Context: an optimization exercise on an open-source flow, tuned for small area and a short achievable clock period. The choices shown serve that exercise and are no tape-out recipe. Only simulation tests tie the RTL to the original design; equivalence was not proved. No activity file was given, so power comes from the tool's default toggle rates.

==> trial 2: inputs <==
==> flow/design.v <==
module mips (
	input clk,
	input rst,
	output [31:0] imem_addr,
	input [31:0] imem_data,
	output [7:0] dmem_addr,
	output [31:0] dmem_wdata,
	output dmem_we,
	output dmem_re,
	output dmem_byte,
	input [31:0] dmem_rdata
);
	reg [31:2] pc;
	assign imem_addr = {pc, 2'b00};
	wire [5:0] op = imem_data[31:26];
	wire [4:0] rs = imem_data[25:21];
	wire [4:0] rt = imem_data[20:16];
	wire [4:0] rd = imem_data[15:11];
	wire [2:0] fn = imem_data[2:0];
	wire [15:0] imm = imem_data[15:0];
	wire [31:0] se = {{16{imm[15]}}, imm};
	wire r_type = (op == 6'b000000);
	wire addi   = (op == 6'b000010);
	wire subi   = (op == 6'b000011);
	wire andi   = (op == 6'b000100);
	wire ori    = (op == 6'b000101);
	wire slti   = (op == 6'b000111);
	wire move   = (op == 6'b100000);
	wire lw     = (op == 6'b001000);
	wire lb     = (op == 6'b001001);
	wire sw     = (op == 6'b010000);
	wire sb     = (op == 6'b010001);
	wire beq    = (op == 6'b100011);
	wire bne    = (op == 6'b100111);
	wire j      = (op == 6'b111000);
	wire jal    = (op == 6'b111001);
	wire reg_write = r_type | lw | lb | andi | ori | slti | addi | subi | move | jal;
	wire [4:0] wa = r_type ? rd : rt;
	wire r_add = fn[1] & ~fn[0];
	wire r_sub = fn[1] & fn[0] & ~fn[2];
	wire r_slt = fn[1] & fn[0] & fn[2];
	wire r_or  = ~fn[1] & fn[0] & fn[2];
	wire use_rt  = r_type | beq | bne;
	wire do_sub  = r_type ? (fn[1] & fn[0]) : (subi | slti | beq | bne);
	wire res_or  = r_type ? r_or : ori;
	wire res_slt = r_type ? r_slt : slti;
	wire res_sum = r_type ? fn[1] & ~(fn[2] & fn[0]) : (addi | subi | move);
	wire [31:0] q [0:31];
	assign q[0] = 32'b0;
	wire [31:0] wd;
	wire [31:0] wd_r = rst ? 32'b0 : wd;
	genvar gi;
	generate
		for (gi = 1; gi < 32; gi = gi + 1) begin : g_reg
			wire en = rst | (reg_write & (wa == gi));
			reg [31:0] r;
			always @(posedge clk)
				if (en) r <= wd_r;
			assign q[gi] = r;
		end
	endgenerate
	reg [31:0] a, rtv;
	integer i;
	always @(*) begin
		a = 32'b0;
		rtv = 32'b0;
		for (i = 1; i < 32; i = i + 1) begin
			a   = a   | (q[i] & {32{rs == i}});
			rtv = rtv | (q[i] & {32{rt == i}});
		end
	end
	wire [31:0] b = use_rt ? rtv : se;
	wire [31:0] bx = b ^ {32{do_sub}};
	wire [31:0] sum = a + bx + {31'b0, do_sub};
	wire lt = (a[31] ^ b[31]) ? a[31] : sum[31];
	wire [31:0] res = res_sum ? sum :
	                  res_slt ? {31'b0, lt} :
	                  res_or  ? (a | b) : (a & b);
	assign wd = lw ? dmem_rdata :
	            lb ? {{24{dmem_rdata[7]}}, dmem_rdata[7:0]} : res;
	assign dmem_addr  = a[7:0] + imm[7:0];
	assign dmem_wdata = rtv;
	assign dmem_we    = sw | sb;
	assign dmem_re    = lw | lb;
	assign dmem_byte  = sb | lb;
	wire z = ~a[31] & (sum[31] | (a == rtv));
	wire take = (beq & z) | (bne & ~z);
	wire [31:2] pc4 = pc + 30'd1;
	wire [31:2] pcb = pc4 + se[29:0];
	always @(posedge clk) begin
		if (rst)
			pc <= 30'b0;
		else if (j | jal)
			pc <= {pc[31:28], imem_data[25:0]};
		else if (take)
			pc <= pcb;
		else
			pc <= pc4;
	end
endmodule
==> flow/run.sh <==
#!/bin/bash
# synth_recipe.tcl (not shown) runs the flow's synth.tcl, then flattens the netlist and writes it again
# the make line also repeats each setting of config.mk as NAME=value (left out here)
make -C /OpenROAD-flow-scripts/flow DESIGN_CONFIG=/design/flow/config.mk WORK_HOME=/design/flow/orfs CLKGATE_MAP_FILE= SYNTH_SCRIPT=/design/flow/synth_recipe.tcl finish
==> flow/config.mk <==
export PLATFORM = sky130hd
export DESIGN_NAME = mips
export DESIGN_NICKNAME = mips
export VERILOG_FILES = /design/flow/design.v
export SDC_FILE = /design/flow/constraint.sdc
export NUM_CORES = 4
export LEC_CHECK = 0
export CAP_MARGIN = 20
export CORE_MARGIN = 2
export CORE_UTILIZATION = 40
export SLEW_MARGIN = 20
==> flow/constraint.sdc <==
create_clock -name core_clock -period 9.0 [get_ports {clk}]
set_input_delay 1.8000 -clock core_clock [delete_from_list [all_inputs] [get_ports {clk}]]
set_output_delay 1.8000 -clock core_clock [all_outputs]
set_load 0.01 [all_outputs]
==> build 77: changes against trial 2 <==
==> flow/design.v, changed modules only <==
module mips (
	input clk,
	input rst,
	output [31:0] imem_addr,
	input [31:0] imem_data,
	output [7:0] dmem_addr,
	output [31:0] dmem_wdata,
	output dmem_we,
	output dmem_re,
	output dmem_byte,
	input [31:0] dmem_rdata
);
	reg [31:2] pc;
	assign imem_addr = {pc, 2'b00};
	wire [5:0] op = imem_data[31:26];
	wire [4:0] rs = imem_data[25:21];
	wire [4:0] rt = imem_data[20:16];
	wire [4:0] rd = imem_data[15:11];
	wire [2:0] fn = imem_data[2:0];
	wire [15:0] imm = imem_data[15:0];
	wire [31:0] se = {{16{imm[15]}}, imm};
	wire r_type = (op == 6'b000000);
	wire addi   = (op == 6'b000010);
	wire subi   = (op == 6'b000011);
	wire andi   = (op == 6'b000100);
	wire ori    = (op == 6'b000101);
	wire slti   = (op == 6'b000111);
	wire move   = (op == 6'b100000);
	wire lw     = (op == 6'b001000);
	wire lb     = (op == 6'b001001);
	wire sw     = (op == 6'b010000);
	wire sb     = (op == 6'b010001);
	wire beq    = (op == 6'b100011);
	wire bne    = (op == 6'b100111);
	wire j      = (op == 6'b111000);
	wire jal    = (op == 6'b111001);
	wire reg_write = r_type | lw | lb | andi | ori | slti | addi | subi | move | jal;
	wire [4:0] wa = r_type ? rd : rt;
	wire r_add = fn[1] & ~fn[0];
	wire r_sub = fn[1] & fn[0] & ~fn[2];
	wire r_slt = fn[1] & fn[0] & fn[2];
	wire r_or  = ~fn[1] & fn[0] & fn[2];
	wire use_rt  = r_type | beq | bne;
	wire do_sub  = r_type ? (fn[1] & fn[0]) : (subi | slti | beq | bne);
	wire res_or  = r_type ? r_or : ori;
	wire res_slt = r_type ? r_slt : slti;
	wire res_sum = r_type ? fn[1] & ~(fn[2] & fn[0]) : (addi | subi | move);
	wire [31:0] q [0:31];
	assign q[0] = 32'b0;
	wire [31:0] wd;
	wire [31:0] wd_r = rst ? 32'b0 : wd;
	genvar gi;
	generate
		for (gi = 1; gi < 32; gi = gi + 1) begin : g_reg
			wire en = rst | (reg_write & (wa == gi));
			reg [31:0] r;
			always @(posedge clk)
				if (en) r <= wd_r;
			assign q[gi] = r;
		end
	endgenerate
	wire [32*31-1:0] q_all;
	wire [8*31-1:0]  q_lo;
	wire [24*31-1:0] q_hi;
	genvar gk;
	generate
		for (gk = 1; gk < 32; gk = gk + 1) begin : g_flat
			assign q_all[32*gk-1 -: 32] = q[gk];
			assign q_lo[8*gk-1 -: 8]    = q[gk][7:0];
			assign q_hi[24*gk-1 -: 24]  = q[gk][31:8];
		end
	endgenerate
	wire [31:0] a, rtv;
	wire [31:1] hot_a_lo, hot_a_hi, hot_b;
	rf_dec u_dec_a_lo (.sel(rs), .hot(hot_a_lo));
	rf_dec u_dec_a_hi (.sel(rs), .hot(hot_a_hi));
	rf_dec u_dec_b    (.sel(rt), .hot(hot_b));
	rf_mux #(.W(8))  u_rd_a_lo (.hot(hot_a_lo), .q(q_lo),  .d(a[7:0]));
	rf_mux #(.W(24)) u_rd_a_hi (.hot(hot_a_hi), .q(q_hi),  .d(a[31:8]));
	rf_mux #(.W(32)) u_rd_b    (.hot(hot_b),    .q(q_all), .d(rtv));
	wire [31:0] b = use_rt ? rtv : se;
	wire [31:0] bx = b ^ {32{do_sub}};
	wire [31:0] sum;
	wire [31:0] alu_c;
	ks_carry #(.W(32), .L(5)) u_alu_carry (.x(a), .y(bx), .ci(do_sub), .c(alu_c));
	assign sum = a ^ bx ^ alu_c;
	wire lt = (a[31] ^ b[31]) ? a[31] : sum[31];
	wire [31:0] res = res_sum ? sum :
	                  res_slt ? {31'b0, lt} :
	                  res_or  ? (a | b) : (a & b);
	assign wd = lw ? dmem_rdata :
	            lb ? {{24{dmem_rdata[7]}}, dmem_rdata[7:0]} : res;
	wire [7:0] addr_c;
	ks_carry #(.W(8), .L(3)) u_addr_carry (.x(a[7:0]), .y(imm[7:0]), .ci(1'b0), .c(addr_c));
	assign dmem_addr = a[7:0] ^ imm[7:0] ^ addr_c;
	assign dmem_wdata = rtv;
	assign dmem_we    = sw | sb;
	assign dmem_re    = lw | lb;
	assign dmem_byte  = sb | lb;
	wire z = ~a[31] & (sum[31] | (a == rtv));
	wire take = (beq & z) | (bne & ~z);
	wire [31:2] pc4 = pc + 30'd1;
	wire [31:2] pcb = pc4 + se[29:0];
	always @(posedge clk) begin
		if (rst)
			pc <= 30'b0;
		else if (j | jal)
			pc <= {pc[31:28], imem_data[25:0]};
		else if (take)
			pc <= pcb;
		else
			pc <= pc4;
	end
endmodule
module ks_carry #(parameter W = 32, parameter L = 5) (
	input  [W-1:0] x,
	input  [W-1:0] y,
	input          ci,
	output [W-1:0] c
);
	wire [W-1:0] g [0:L];
	wire [W-1:0] p [0:L];
	assign g[0] = {x[W-2:0] & y[W-2:0], ci};
	assign p[0] = {x[W-2:0] | y[W-2:0], 1'b0};
	genvar l, k;
	generate
		for (l = 0; l < L; l = l + 1) begin : g_lvl
			for (k = 0; k < W; k = k + 1) begin : g_bit
				if (k >= (1 << l)) begin : g_op
					assign g[l+1][k] = g[l][k] | (p[l][k] & g[l][k - (1 << l)]);
					assign p[l+1][k] = p[l][k] & p[l][k - (1 << l)];
				end else begin : g_pass
					assign g[l+1][k] = g[l][k];
					assign p[l+1][k] = p[l][k];
				end
			end
		end
	endgenerate
	assign c = g[L];
endmodule
module rf_dec (
	input  [4:0]  sel,
	output [31:1] hot
);
	genvar i;
	generate
		for (i = 1; i < 32; i = i + 1) begin : g_hot
			assign hot[i] = (sel == i);
		end
	endgenerate
endmodule
module rf_mux #(parameter W = 32) (
	input  [31:1]       hot,
	input  [W*31-1:0]   q,
	output reg [W-1:0]  d
);
	integer i;
	always @(*) begin
		d = {W{1'b0}};
		for (i = 1; i < 32; i = i + 1)
			d = d | (q[W*i-1 -: W] & {W{hot[i]}});
	end
endmodule
- CORE_UTILIZATION: 40 -> 45
- SETUP_SLACK_MARGIN: not set -> 2.5
- SYNTH_HIERARCHICAL: not set -> 1
==> comparison <==
Trial 2 finished with setup timing left. Build 77 finished clean.
Between trial 2 and build 77, the lower final cell count is in build 77 (gap 6.6%, measured against build 77).
Of trial 2 and build 77, trial 2 has the higher sequential power (gap about 1%, measured against build 77).
In build 77 the clock power is lower than in trial 2, by 8.1%.
Area after synthesis: trial 2 is higher than build 77 (2.4%).
Of trial 2 and build 77, trial 2 has the higher die area (gap 15%, measured against build 77).
Of trial 2 and build 77, trial 2 has the higher sequential share of layout area (gap 1.9 points).
Between trial 2 and build 77, the lower combinational power is in trial 2 (gap about 8%, measured against build 77).
Fmax: trial 2 is smaller than build 77 (about 16%).

afterwards: timing with drivers on the ports:
In the flow no input, the clock included, has a driving cell. The finished layouts below were timed again as built, in two steps. Step 1: set_driving_cell puts a clkbuf_16 on clk and a buf_2 on each other input, an assumption about the parent block. Step 2 also shifts input and output timing later by t, the mid clock arrival at the registers, as if the neighbouring blocks saw the same clock. a / b / c = ideal / step 1 / step 2; a / b = the first two.
| run | t, ns | setup slack, ns | pins driven straight from the clock port |
|---|---|---|---|
| trial 2 | 0.837 | -0.010 / -0.037 / -0.491 | 1 |
| build 77 | 0.781 | 1.406 / 1.432 / 0.651 | 1 |
The setup slack of build 77, which loses most, moves by +0.026 ns with the drivers and by -0.755 ns with both steps.
